From an optimization exercise on the open Yosys and OpenROAD flow, aimed at small area; shortcuts taken in it are not production practice.
Function was checked by simulation only, so behaviour that the tests miss may differ from the original.
Power and IR drop assume default switching activity. No driver is modelled on the clock port, so clocking that relies on it looks cheaper here than on a real chip.

oak:
// cache_system_2way
module cache_system_2way (
    input             clk,
    input             rst,
    input      [10:0] addr,
    input             read,
    input      [31:0] mem_rdata,
    output     [31:0] read_data,
    output reg        l1_hit,
    output reg        l2_hit
);
For scale: about 3400 cells after synthesis, roughly 1600 flip-flops, ~80 I/O pins, about 59000 um^2 of cells after synthesis.
clock: 10.0 ns
lec_check: 0
cap_margin: 0
core_margin: 2
core_utilization: 80
place_density: 0.85
slew_margin: 0
standard.sh (not shown) runs the stock make flow with config.mk's settings and CLKGATE_MAP_FILE= SYNTH_SCRIPT=/design/flow/synth_recipe.tcl, a recipe that flattens the netlist after the stock synthesis.
==> flow/flow/run.sh <==
#!/bin/bash
# Own layout flow: the standard flow (standard.sh) with
#  * an area-oriented ABC script in the standard synthesis (flow/area.abc;
#    Yosys's abc command is wrapped so that only its -script argument changes,
#    registers are mapped by dfflibmap before ABC exactly as in standard.sh synth),
#  * clock tree options: no dummy loads, chosen clock buffers and clustering,
#  * a small buffer cell for the port buffers.
# Each tool's output goes to a log file in the work folder (make.log, and
# ORFS's per-step logs under orfs/logs/).
set -euo pipefail
W=$PWD
{
  echo "proc abc {args} {"
  echo "  set i [lsearch -exact \$args -script]"
  echo "  if {\$i >= 0} { lset args [expr {\$i + 1}] {$W/flow/area.abc} }"
  echo "  yosys abc {*}\$args"
  echo "}"
  cat "$W/synth_recipe.tcl"
} > "$W/flow_synth.tcl"

CTS="-sink_clustering_enable -repair_clock_nets -dont_use_dummy_load"
CTS="$CTS $(cat "$W/flow/cts_args.txt")"

bash "$W/standard.sh" \
  "SYNTH_SCRIPT=$W/flow_synth.tcl" \
  "CTS_ARGS=$CTS" \
  "BUFFER_PORTS_ARGS=-buffer_cell sky130_fd_sc_hd__buf_1" \
  "${FLOW_TARGET:-finish}" > "$W/make.log" 2>&1
==> flow/flow/area.abc <==
&get -n
&st
&dc2
&syn3
&dch
&nf -R 1000 -p -F 8 -A 8
&put
&get -n
&st
&dc2
&syn3
&dch
&nf -R 1000 -p -F 8 -A 8
&put
topo
==> flow/flow/cts_args.txt <==
-sink_clustering_size 25 -sink_clustering_max_diameter 90 -buf_list {sky130_fd_sc_hd__clkbuf_16}
oak got as far as 4_1_cts, where a tool error ended the run.
Setup changes, oak to pine
Settings: PLACE_DENSITY no longer set, was 0.85.
==> flow/flow/area.abc <==
&get -n
&st
&syn2
&dch
&nf -R 1000 -p -F 8 -A 8
&put
topo
==> run notes <==
Status pine: flow complete, layout not clean - capacitance limit, slew limit, setup timing
Delta(final RePlAce weighted congestion, pine - oak) > 0
Cmp pine vs oak: number of distinct library cells after synthesis lower in pine
Post-synthesis share of cell area spent on xor and xnor gates: oak vs pine — no meaningful difference
pine -> oak: horizontal extent of the die flat
Diff oak -> pine | post-place setup slack | increase of 0.25 ns
Summary of pine over oak: instance count of the mapped netlist roughly the same, synthesized area +about 0.6%.

The RTL this note starts from:
==> flow/design.v <==
`timescale 1ns/1ps
module cache_system_2way (
    input             clk,
    input             rst,
    input      [10:0] addr,
    input             read,
    input      [31:0] mem_rdata,
    output     [31:0] read_data,
    output reg        l1_hit,
    output reg        l2_hit
);
    wire [2:0] tg2 = addr[10:8];     
    wire       b   = addr[7];        
    wire [2:0] s   = addr[6:4];      
    wire [3:0] i2  = addr[7:4];      
    reg [7:0]  m1, f1;               
    reg [15:0] m2, f2;               
    reg [95:0] pp;                   
    reg [2:0] t2 [0:31];             
    reg [15:0] lb;                   
    reg [15:0] lw;                   
    reg [15:0] lo;                   
    reg [2:0] ot [0:7];              
    wire m1s = m1[s];
    wire f1s = f1[s];
    wire m2s = m2[i2];
    wire f2s = f2[i2];
    wire [11:0] pg = pp[s*12 +: 12];
    wire [2:0]  og = pg[2:0] ^ pg[5:3] ^ pg[8:6] ^ pg[11:9] ^ 3'd4;
    wire [2:0] t2_0 = t2[{s, b, 1'b0}];
    wire [2:0] t2_1 = t2[{s, b, 1'b1}];
    wire tm0 = (t2_0 == tg2);
    wire tm1 = (t2_1 == tg2);
    wire h2_0 = f2s & tm0;
    wire h2_1 = (f2s | m2s) & tm1;
    wire hit2 = h2_0 | h2_1;
    wire otm = (ot[s] == tg2);
    wire lb0 = lb[{s, 1'b0}], lb1 = lb[{s, 1'b1}];
    wire lw0 = lw[{s, 1'b0}], lw1 = lw[{s, 1'b1}];
    wire lo0 = lo[{s, 1'b0}], lo1 = lo[{s, 1'b1}];
    wire h1_0 = f1s & (lb0 == b) & (lo0 ? otm : (lw0 ? tm1 : tm0));
    wire h1_1 = (f1s | m1s) & (lb1 == b) & (lo1 ? otm : (lw1 ? tm1 : tm0));
    wire hit1 = h1_0 | h1_1;
    wire v1 = ~m1s;                  
    wire v2 = ~m2s;                  
    wire u  = m1s;                   
    wire lo_h = h1_1 ? lo1 : lo0;
    wire lw_h = h1_1 ? lw1 : lw0;
    wire [2:0] slot_l1 = lo_h ? og : pg[{b, lw_h} * 3 +: 3];
    wire [2:0] slot_l2 = pg[{b, h2_1} * 3 +: 3];
    wire [2:0] slot_v  = pg[{b, v2} * 3 +: 3];
    wire lb_u = u ? lb1 : lb0;
    wire lw_u = u ? lw1 : lw0;
    wire lo_u = u ? lo1 : lo0;
    wire keep = (f1s | m1s) & ~lo_u & (lb_u == b) & (lw_u == v2);
    wire miss1 = read & ~hit1;
    wire miss2 = miss1 & ~hit2;
    wire [2:0] slot_w = keep ? og : slot_v;      
    reg [2:0] rg;                    
    reg [2:0] rk;                    
    always @(posedge clk or posedge rst) begin
        if (rst) begin
            m1 <= 8'd0;
            f1 <= 8'd0;
            m2 <= 16'd0;
            f2 <= 16'd0;
            pp <= {8{3'd3, 3'd2, 3'd1, 3'd0}};
            l1_hit <= 1'b0;
            l2_hit <= 1'b0;
            rg <= 3'd0;
            rk <= 3'd7;              
        end else if (read) begin
            l1_hit <= hit1;
            l2_hit <= ~hit1 & hit2;
            rg <= s;
            if (hit1) begin
                m1[s] <= h1_1;
                rk <= slot_l1;
            end else begin
                m1[s] <= v1;
                f1[s] <= f1s | m1s;
                if (hit2) begin
                    rk <= slot_l2;
                end else begin
                    rk <= slot_w;
                    m2[i2] <= v2;
                    f2[i2] <= f2s | m2s;
                    if (keep)
                        pp[{s, b, v2} * 3 +: 3] <= og;
                end
            end
        end
    end
    always @(posedge clk) begin
        if (miss1) begin
            lb[{s, v1}] <= b;
            lo[{s, v1}] <= 1'b0;
            lw[{s, v1}] <= hit2 ? h2_1 : v2;
        end
        if (miss2) begin
            t2[{s, b, v2}] <= tg2;
            if (keep) begin
                lo[{s, u}] <= 1'b1;
                ot[s] <= v2 ? t2_1 : t2_0;
            end
        end
    end
    reg [31:0] rd_or;
    wire [31:0] dq [0:39];
    integer n;
    always @(*) begin
        rd_or = 32'd0;
        for (n = 0; n < 40; n = n + 1)
            rd_or = rd_or | ({32{rg == n / 5 && rk == n % 5}} & dq[n]);
    end
    assign read_data = rd_or;
    genvar g, k;
    generate
        for (g = 0; g < 8; g = g + 1) begin : g_grp
            for (k = 0; k < 5; k = k + 1) begin : g_slot
                reg [31:0] q;
                assign dq[g * 5 + k] = q;
                always @(posedge clk)
                    if (miss2 && s == g && slot_w == k)
                        q <= mem_rdata;
            end
        end
    endgenerate
endmodule
clock: 10.0 ns
lec_check: 0
cap_margin: 0
core_margin: 2
core_utilization: 72
slew_margin: 0
==> flow/flow/area.abc <==
&get -n
&st
&syn2
&dch
&nf -R 1000 -p -F 8 -A 8
&put
topo
Scripts as last shown in full above: flow/flow/run.sh, flow/flow/cts_args.txt
The first run passed the timing, design-rule and antenna checks.
==> next run, changes <==
==> flow/run.sh (new file) <==
#!/bin/bash
# synth_recipe.tcl (not shown) runs the flow's synth.tcl, then flattens the netlist and writes it again
# the make line also repeats each setting of config.mk as NAME=value (left out here)
make -C /OpenROAD-flow-scripts/flow DESIGN_CONFIG=/design/flow/config.mk WORK_HOME=/design/flow/orfs CLKGATE_MAP_FILE= SYNTH_SCRIPT=/design/flow/synth_recipe.tcl finish
--- a/flow/config.mk
+++ b/flow/config.mk
@@ -8 +8 @@
-export CAP_MARGIN = 0
+export CAP_MARGIN = 20
@@ -10,2 +10,2 @@
-export CORE_UTILIZATION = 72
-export SLEW_MARGIN = 0
+export CORE_UTILIZATION = 40
+export SLEW_MARGIN = 20
removed: flow/flow/run.sh
removed: flow/flow/area.abc
removed: flow/flow/cts_args.txt
removed: flow/standard.sh
- worst setup slack improves by 0.20 ns
- routed wire length rises by a quarter to a third
- count of clock-buffer cells in the layout goes up by 134
- total power grows by a quarter to a third
==> next run, changes <==
==> flow/flow/run.sh (new file) <==
#!/bin/bash
# Own layout flow: the standard flow (standard.sh) with
#  * an area-oriented ABC script in the standard synthesis (flow/area.abc;
#    Yosys's abc command is wrapped so that only its -script argument changes,
#    registers are mapped by dfflibmap before ABC exactly as in standard.sh synth),
#  * clock tree options: no dummy loads, chosen clock buffers and clustering,
#  * a small buffer cell for the port buffers.
# Each tool's output goes to a log file in the work folder (make.log, and
# ORFS's per-step logs under orfs/logs/).
set -euo pipefail
W=$PWD
{
  echo "proc abc {args} {"
  echo "  set i [lsearch -exact \$args -script]"
  echo "  if {\$i >= 0} { lset args [expr {\$i + 1}] {$W/flow/area.abc} }"
  echo "  yosys abc {*}\$args"
  echo "}"
  cat "$W/synth_recipe.tcl"
} > "$W/flow_synth.tcl"

CTS="-sink_clustering_enable -repair_clock_nets -dont_use_dummy_load"
CTS="$CTS $(cat "$W/flow/cts_args.txt")"

bash "$W/standard.sh" \
  "SYNTH_SCRIPT=$W/flow_synth.tcl" \
  "CTS_ARGS=$CTS" \
  "BUFFER_PORTS_ARGS=-buffer_cell sky130_fd_sc_hd__buf_1" \
  "${FLOW_TARGET:-finish}" > "$W/make.log" 2>&1
==> flow/flow/area.abc (new file) <==
&get -n
&st
&syn2
&dch
&nf -R 1000 -p -F 8 -A 8
&put
topo
==> flow/flow/cts_args.txt (new file) <==
-sink_clustering_size 25 -sink_clustering_max_diameter 90 -buf_list {sky130_fd_sc_hd__clkbuf_16}
==> flow/standard.sh (new file) <==
#!/bin/bash
# synth_recipe.tcl (not shown) runs the flow's synth.tcl, then flattens the netlist and writes it again
# the make line also repeats each setting of config.mk as NAME=value (left out here)
make -C /OpenROAD-flow-scripts/flow DESIGN_CONFIG=/design/flow/config.mk WORK_HOME=/design/flow/orfs CLKGATE_MAP_FILE= SYNTH_SCRIPT=/design/flow/synth_recipe.tcl "${@:-finish}"
--- a/flow/config.mk
+++ b/flow/config.mk
@@ -8 +8 @@
-export CAP_MARGIN = 20
+export CAP_MARGIN = 0
@@ -10,2 +10,2 @@
-export CORE_UTILIZATION = 40
-export SLEW_MARGIN = 20
+export CORE_UTILIZATION = 80
+export SLEW_MARGIN = 0
removed: flow/run.sh
- worst setup slack gets worse by 0.83 ns
- non-clock buffer count falls by 21
- clock skew fell by 0.012 ns
- worst hold slack improved by 0.017 ns
- sequential share of layout area rises by 6.9 points
- register-to-register slack gets better by 0.41 ns
- final cell count decreases by about 21%
- first-iteration DRC count rises by 60%
- global-route usage climbs by 19 points
- synthesized area decreases by about 3.3%
- clock-buffer cell count went down by 135
==> next run, changes <==
==> flow/flow/cts_args.txt (replaced) <==
-sink_clustering_size 30 -sink_clustering_max_diameter 100 -buf_list {sky130_fd_sc_hd__clkbuf_16}
Effect: Worst setup slack gets worse by 0.031 ns. Worst hold slack gets better by 0.0061 ns. Die area is unchanged. Utilization is lower by 0.48 points.

separate check: timing with driven ports:
In the flow no input, the clock included, has a driving cell. The finished layouts below were timed again as built, in two steps.
Step 1 sets driving cells, clkbuf_16 on the clock port and buf_2 on the other inputs (assumed; they add their load-dependent delay and slew).
Step 2 times the ports against the registers' clock, not the clock port: input delays grow and output delays shrink by t, the midpoint of the rising clock arrivals with the driver on.
Slacks: ideal / step 1 / step 2; pairs: ideal / step 1.
run | t, ns | setup WS [ns] | clock arrival spread, ns
pine | 0.698 | -0.105 / -0.102 / -0.800 | 0.124 / 0.124
the first run of note 2 | 0.702 | 2.162 / 2.207 / 1.506 | 0.077 / 0.077
the second run of note 2 | 0.855 | 2.366 / 2.320 / 1.465 | 0.080 / 0.080
the third run of note 2 | 0.720 | 1.534 / 1.577 / 0.857 | 0.062 / 0.062
the fourth run of note 2 | 0.738 | 1.503 / 1.545 / 0.807 | 0.093 / 0.092
For the second run of note 2, which loses most, drivers alone change the setup slack by -0.046 ns; drivers and shift together by -0.901 ns.
